This design comes from an exercise in tuning for small area, a short achievable clock period and few clock cycles on the open sky130 flow, not from production work.
At most, simulation tests tie the RTL to the original design; equivalence was not proved.
Power and IR drop assume default switching activity.

## epsilon
// mips32
module mips32(
  input clk,
  input rst,
  output [9:0] imem_addr,
  input [31:0] imem_rdata,
  output [9:0] dmem_addr,
  output [31:0] dmem_wdata,
  output dmem_we,
  output dmem_re,
  input [31:0] dmem_rdata,
  output halted
);
For scale: roughly 4700 cells after synthesis, roughly 1500 flip-flops, about 120 I/O pins, about 0.062 mm2 of cells after synthesis.
clock: 8.0 ns
lec_check: 0
cap_margin: 20
core_margin: 2
core_utilization: 40
cts_cluster_diameter: 100
cts_cluster_size: 20
slew_margin: 20
standard.sh (not shown) runs the stock make flow with config.mk's settings and CLKGATE_MAP_FILE= SYNTH_SCRIPT=/design/flow/synth_recipe.tcl, a recipe that flattens the netlist after the stock synthesis.
==> flow/flow/run.sh <==
#!/bin/bash
# Layout flow: the standard flow's own layout (standard.sh, with the standard synthesis
# unchanged), run with plain buffers rather than delay cells on the ports
# and a deeper setup margin for the timing repair steps.
set -euo pipefail
export BUFFER_PORTS_ARGS="-buffer_cell sky130_fd_sc_hd__buf_4"
export SETUP_SLACK_MARGIN=5.3
bash standard.sh > standard.log 2>&1
[inputs] gamma vs epsilon
-- flow/flow/run.sh --
<<< epsilon, line 5
set -euo pipefail
export BUFFER_PORTS_ARGS="-buffer_cell sky130_fd_sc_hd__buf_4"
export SETUP_SLACK_MARGIN=5.3
bash standard.sh > standard.log 2>&1
>>> gamma, line 5
set -euo pipefail
export BUFFER_PORTS_ARGS="-buffer_cell sky130_fd_sc_hd__buf_4"
export SETUP_SLACK_MARGIN=5.6
bash standard.sh > standard.log 2>&1
Notes after the runs:
Sort gamma and epsilon by via count, descending, and gamma comes first. Taking epsilon as the reference point, the worst path buffer plus inverter count of gamma rises by 3. Global-route track usage on met1: gamma and epsilon compared, higher one is gamma. Where total power after layout is concerned, epsilon is better than gamma.
Function was not checked in any run of this note: the RTL went through the layout flow alone.

---

Setup of the baseline:
The RTL this note starts from:
==> flow/design.v <==
module mips32(
  input clk,
  input rst,
  output [9:0] imem_addr,
  input [31:0] imem_rdata,
  output [9:0] dmem_addr,
  output [31:0] dmem_wdata,
  output dmem_we,
  output dmem_re,
  input [31:0] dmem_rdata,
  output halted
);
  localparam NB = 4;       
  reg [9:0] fpc;           
  reg v_q, pred_q;         
  reg [9:0] pc_q;
  reg v_sk, pred_sk;       
  reg [9:0] pc_sk;
  reg [31:0] sk;
  reg v_id, pred_id;       
  reg [9:0] pc_id;
  reg [31:0] ir;
  reg [31:1] sa, sb;       
  reg stop;                
  reg halt_r;
  reg [NB-1:0] bt_v;
  reg [9:0] bt_pc [0:NB-1];
  reg [9:0] bt_tg [0:NB-1];
  reg [1:0] bt_ptr;
  reg v_ex, ld_ex, st_ex, br_ex, bnez_ex, wr_ex, pred_ex;
  reg f_arith, f_cin, f_slt, f_xor, f_and, f_or;
  reg [4:0] rd_ex;
  reg [31:0] Ax, Bx;
  reg [9:0] Tx;            
  reg [9:0] pc_ex;
  reg ld_mem, wr_mem, we_mem, re_mem;
  reg [4:0] rd_mem;
  reg [31:0] alu_mem, d_mem;
  reg [9:0] addr_mem;
  reg ld_wb, wr_wb;
  reg [4:0] rd_wb;
  reg [31:0] alu_wb;
  reg [31:0] rf [1:31];
  wire [31:0] w_data = ld_wb ? dmem_rdata : alu_wb;
  wire [31:0] opa = Ax;
  wire [31:0] opb = Bx;
  wire [33:0] sum2 = {1'b0, opa, 1'b1} + {1'b0, opb, f_cin};   
  wire [32:0] sum = sum2[33:1];
  wire [31:0] alux = ({32{f_arith}} & sum[31:0])
                   | ({32{f_slt}} & {31'd0, sum[32]})
                   | ({32{f_xor}} & (opa ^ opb))
                   | ({32{f_and}} & (opa & opb))
                   | ({32{f_or}}  & (opa | opb));
  wire taken = bnez_ex ^ (opa == 32'd0);
  wire misp = v_ex & br_ex & (taken ^ pred_ex);
  wire [9:0] fix_pc = taken ? Tx : pc_ex + 10'd1;
  wire bt_alloc = v_ex & br_ex & taken & ~pred_ex;
  wire [5:0] op  = ir[31:26];
  wire [4:0] rd  = ir[25:21];
  wire [4:0] rs1 = ir[20:16];
  wire [4:0] rs2 = ir[15:11];
  wire [4:0] rsb = op[5] ? rd : rs2;       
  wire is_alu = ~op[5] & (op[3:0] <= 4'd5);
  wire is_ld  = (op == 6'b110000);
  wire is_st  = (op == 6'b110001);
  wire is_br  = (op[5:1] == 5'b11010);
  wire is_hlt = (op == 6'b111111);
  wire is_imm = ~op[5] & op[4];
  wire use_a  = is_alu | is_ld | is_st | is_br;
  wire use_b  = (is_alu & ~op[4]) | is_st;
  reg a_ex, a_mem, a_wb, a_rf, b_imm, b_ex, b_mem, b_wb, b_rf, hz;
  wire stall = v_id & ~stop & hz;
  wire live = v_id & ~stop & ~misp;
  reg [31:0] ra, rb;
  integer k;
  always @(*) begin
    ra = 32'd0;
    rb = 32'd0;
    for (k = 1; k < 32; k = k + 1) begin
      ra = ra | ({32{sa[k]}} & rf[k]);
      rb = rb | ({32{sb[k]}} & rf[k]);
    end
  end
  wire is_inv = ~op[5] & ((op[3:0] == 4'd1) | (op[3:0] == 4'd5));    
  wire [31:0] simm = {{16{ir[15]}}, ir[15:0]};
  wire [9:0] target = pc_id + 10'd1 + ir[9:0];
  reg bt_hit;
  reg [9:0] bt_next;
  always @(*) begin
    bt_hit = 1'b0;
    bt_next = fpc + 10'd1;
    for (k = 0; k < NB; k = k + 1)
      if (bt_v[k] & (bt_pc[k] == fpc)) begin
        bt_hit = 1'b1;
        bt_next = bt_tg[k];
      end
  end
  wire drop = stall & v_sk & v_q;
  wire [31:0] ir_in = v_sk ? sk : imem_rdata;
  wire [4:0] rs1_in = ir_in[20:16];
  wire [4:0] rsb_in = ir_in[31] ? ir_in[25:21] : ir_in[15:11];
  wire [5:0] op_in = ir_in[31:26];
  wire alu_in = ~op_in[5] & (op_in[3:0] <= 4'd5);
  wire use_a_in = alu_in | (op_in == 6'b110000) | (op_in == 6'b110001) | (op_in[5:1] == 5'b11010);
  wire use_b_in = (alu_in & ~op_in[4]) | (op_in == 6'b110001);
  wire [4:0] rs1_n = stall ? rs1 : rs1_in;
  wire [4:0] rsb_n = stall ? rsb : rsb_in;
  wire use_a_n = stall ? use_a : use_a_in;
  wire use_b_n = stall ? use_b : use_b_in;
  wire issue = v_id & ~stop & ~stall;      
  wire wr_id = (is_alu | is_ld) & (rd != 5'd0);
  wire ex_a_n  = issue & wr_id & (rd == rs1_in);
  wire ex_b_n  = issue & wr_id & (rd == rsb_in);
  wire mem_a_n = v_ex & wr_ex & (rd_ex == rs1_n);
  wire mem_b_n = v_ex & wr_ex & (rd_ex == rsb_n);
  wire wb_a_n  = wr_mem & (rd_mem == rs1_n);
  wire wb_b_n  = wr_mem & (rd_mem == rsb_n);
  wire hz_n = (is_ld & ((use_a_in & ex_a_n) | (use_b_in & ex_b_n))) |
              (ld_ex & ((use_a_n & mem_a_n) | (use_b_n & mem_b_n)));
  wire imm_in = ~op_in[5] & op_in[4];
  wire imm_n = stall ? is_imm : imm_in;
  reg [31:1] sa_n, sb_n;
  always @(*)
    for (k = 1; k < 32; k = k + 1) begin
      sa_n[k] = (rs1_n == k);
      sb_n[k] = (rsb_n == k);
    end
  assign imem_addr = fpc;
  always @(posedge clk) begin
    if (rst) begin
      fpc <= 10'd0;
      v_q <= 1'b0;
      v_sk <= 1'b0;
      v_id <= 1'b0;
      stop <= 1'b0;
      halt_r <= 1'b0;
      v_ex <= 1'b0;
      wr_mem <= 1'b0;
      we_mem <= 1'b0;
      re_mem <= 1'b0;
      wr_wb <= 1'b0;
      bt_v <= {NB{1'b0}};
      bt_ptr <= 2'd0;
    end
    else begin
      fpc <= misp ? fix_pc : drop ? pc_q : bt_next;
      v_q <= ~misp & ~drop;
      if (misp) begin
        v_sk <= 1'b0;
        v_id <= 1'b0;
      end
      else if (stall) begin
        if (~v_sk) v_sk <= v_q;
      end
      else begin
        v_sk <= v_sk & v_q;
        v_id <= v_sk | v_q;
      end
      if (live & ~stall & is_hlt) stop <= 1'b1;
      halt_r <= stop;
      v_ex <= live & ~stall & use_a;
      wr_mem <= v_ex & wr_ex;
      we_mem <= v_ex & st_ex;
      re_mem <= v_ex & ld_ex;
      wr_wb <= wr_mem;
      if (bt_alloc) begin
        bt_v[bt_ptr] <= 1'b1;
        bt_ptr <= bt_ptr + 2'd1;
      end
    end
    a_ex  <= ex_a_n;
    a_mem <= ~ex_a_n & mem_a_n;
    a_wb  <= ~ex_a_n & ~mem_a_n & wb_a_n;
    a_rf  <= ~ex_a_n & ~mem_a_n & ~wb_a_n;
    b_imm <= imm_n;
    b_ex  <= ~imm_n & ex_b_n;
    b_mem <= ~imm_n & ~ex_b_n & mem_b_n;
    b_wb  <= ~imm_n & ~ex_b_n & ~mem_b_n & wb_b_n;
    b_rf  <= ~imm_n & ~ex_b_n & ~mem_b_n & ~wb_b_n;
    hz <= hz_n;
    sa <= sa_n;
    sb <= sb_n;
    pc_q <= fpc;
    pred_q <= bt_hit;
    if (~stall | ~v_sk) begin
      sk <= imem_rdata;
      pc_sk <= pc_q;
      pred_sk <= pred_q;
    end
    if (~stall) begin
      ir <= ir_in;
      pc_id <= v_sk ? pc_sk : pc_q;
      pred_id <= v_sk ? pred_sk : pred_q;
    end
    if (bt_alloc) begin
      bt_pc[bt_ptr] <= pc_ex;
      bt_tg[bt_ptr] <= Tx;
    end
    ld_ex <= is_ld;
    st_ex <= is_st;
    br_ex <= is_br;
    bnez_ex <= op[0];
    pred_ex <= pred_id;
    pc_ex <= pc_id;
    wr_ex <= wr_id;
    rd_ex <= rd;
    f_arith <= ~op[5] & ((op[3:0] == 4'd0) | (op[3:0] == 4'd1));
    f_cin <= ~op[5] & (op[3:0] == 4'd1);
    f_xor <= ~op[5] & (op[3:0] == 4'd2);
    f_and <= ~op[5] & (op[3:0] == 4'd3);
    f_or  <= ~op[5] & (op[3:0] == 4'd4);
    f_slt <= ~op[5] & (op[3:0] == 4'd5);
    Ax <= ({32{a_ex}} & alux) | ({32{a_mem}} & alu_mem) | ({32{a_wb}} & w_data) | ({32{a_rf}} & ra);
    Bx <= {32{is_inv}} ^ (({32{b_imm}} & simm) | ({32{b_ex}} & alux) | ({32{b_mem}} & alu_mem)
                          | ({32{b_wb}} & w_data) | ({32{b_rf}} & rb));
    Tx <= is_br ? target : ir[9:0];
    ld_mem <= ld_ex;
    rd_mem <= rd_ex;
    alu_mem <= alux;
    d_mem <= opb;
    addr_mem <= opa[9:0] + Tx;
    ld_wb <= ld_mem;
    rd_wb <= rd_mem;
    alu_wb <= alu_mem;
    if (wr_wb) rf[rd_wb] <= w_data;
  end
  assign dmem_addr  = addr_mem;
  assign dmem_wdata = d_mem;
  assign dmem_we    = we_mem;
  assign dmem_re    = re_mem;
  assign halted     = halt_r;
endmodule
clock: 8.0 ns
lec_check: 0
cap_margin: 20
core_margin: 2
core_utilization: 40
cts_cluster_diameter: 100
cts_cluster_size: 20
setup_slack_margin: 5
slew_margin: 20
run.sh (not shown) runs the stock make flow with config.mk's settings and CLKGATE_MAP_FILE= SYNTH_SCRIPT=/design/flow/synth_recipe.tcl, a recipe that flattens the netlist after the stock synthesis.
Stock flow here: none of the scripts above is used.
The baseline: flow completed, timing, DRC and antenna clean
Testbench counts of the baseline, summed over its fixed seeds: cycles 269,706.
Here is what was changed in the inputs of the candidate compared with the baseline.
Settings: SETUP_SLACK_MARGIN no longer set, was 5.
==> flow/flow/run.sh (new file) <==
#!/bin/bash
# Layout flow: the standard flow's own layout (standard.sh, with the standard synthesis
# unchanged), run with plain buffers rather than delay cells on the ports
# and a deeper setup margin for the timing repair steps.
set -euo pipefail
export BUFFER_PORTS_ARGS="-buffer_cell sky130_fd_sc_hd__buf_4"
export SETUP_SLACK_MARGIN=5.3
bash standard.sh > standard.log 2>&1
==> flow/standard.sh (new file) <==
#!/bin/bash
# synth_recipe.tcl (not shown) runs the flow's synth.tcl, then flattens the netlist and writes it again
# the make line also repeats each setting of config.mk as NAME=value (left out here)
make -C /OpenROAD-flow-scripts/flow DESIGN_CONFIG=/design/flow/config.mk WORK_HOME=/design/flow/orfs CLKGATE_MAP_FILE= SYNTH_SCRIPT=/design/flow/synth_recipe.tcl "${@:-finish}"
removed: flow/run.sh
==> comparison <==
- The candidate completed every stage of the flow, and the final layout passed the timing, design-rule and antenna checks.
- The candidate reports a higher area growth from synthesis to final layout than the baseline does.
- Taking the baseline as the reference, in the candidate clock skew dropped 0.0040 ns; total power after layout climbed 2.7%; final-layout worst hold slack climbed 0.016 ns.
- For the baseline, the last element of the critical path was Bx[13]$_DFF_P_, unlike the candidate, where it was Bx[23]$_DFF_P_.

[what the ideal ports hide]
No port has a modelled driver above. Below, the same layouts with a new extraction and two added sets of constraints. Step 1 assumes that a clkbuf_16 drives the clock port and a buf_2 every other input. Step 2 adds t to the input delays and takes it off the output delays; t is the mean of the earliest and latest rising clock arrival at the registers after step 1. Input paths then give back, and output paths get back, about the clock's delay inside the block. Slacks: ideal / step 1 / step 2; pairs: ideal / step 1.
run	t, ns	setup WS [ns]	worst register clock-pin slew, ns	cell pins on the clock port's net
epsilon	0.803	4.766 / 4.766 / 4.097	0.10 / 0.10	1
gamma	0.823	4.845 / 4.802 / 4.067	0.10 / 0.10	1
the baseline	0.822	4.909 / 4.909 / 4.239	0.10 / 0.10	1
the candidate	0.835	5.064 / 5.056 / 4.486	0.10 / 0.10	1
After both steps setup and hold are still met in every run listed. For gamma, which loses most, drivers alone change the setup slack by -0.043 ns; drivers and shift together by -0.778 ns.
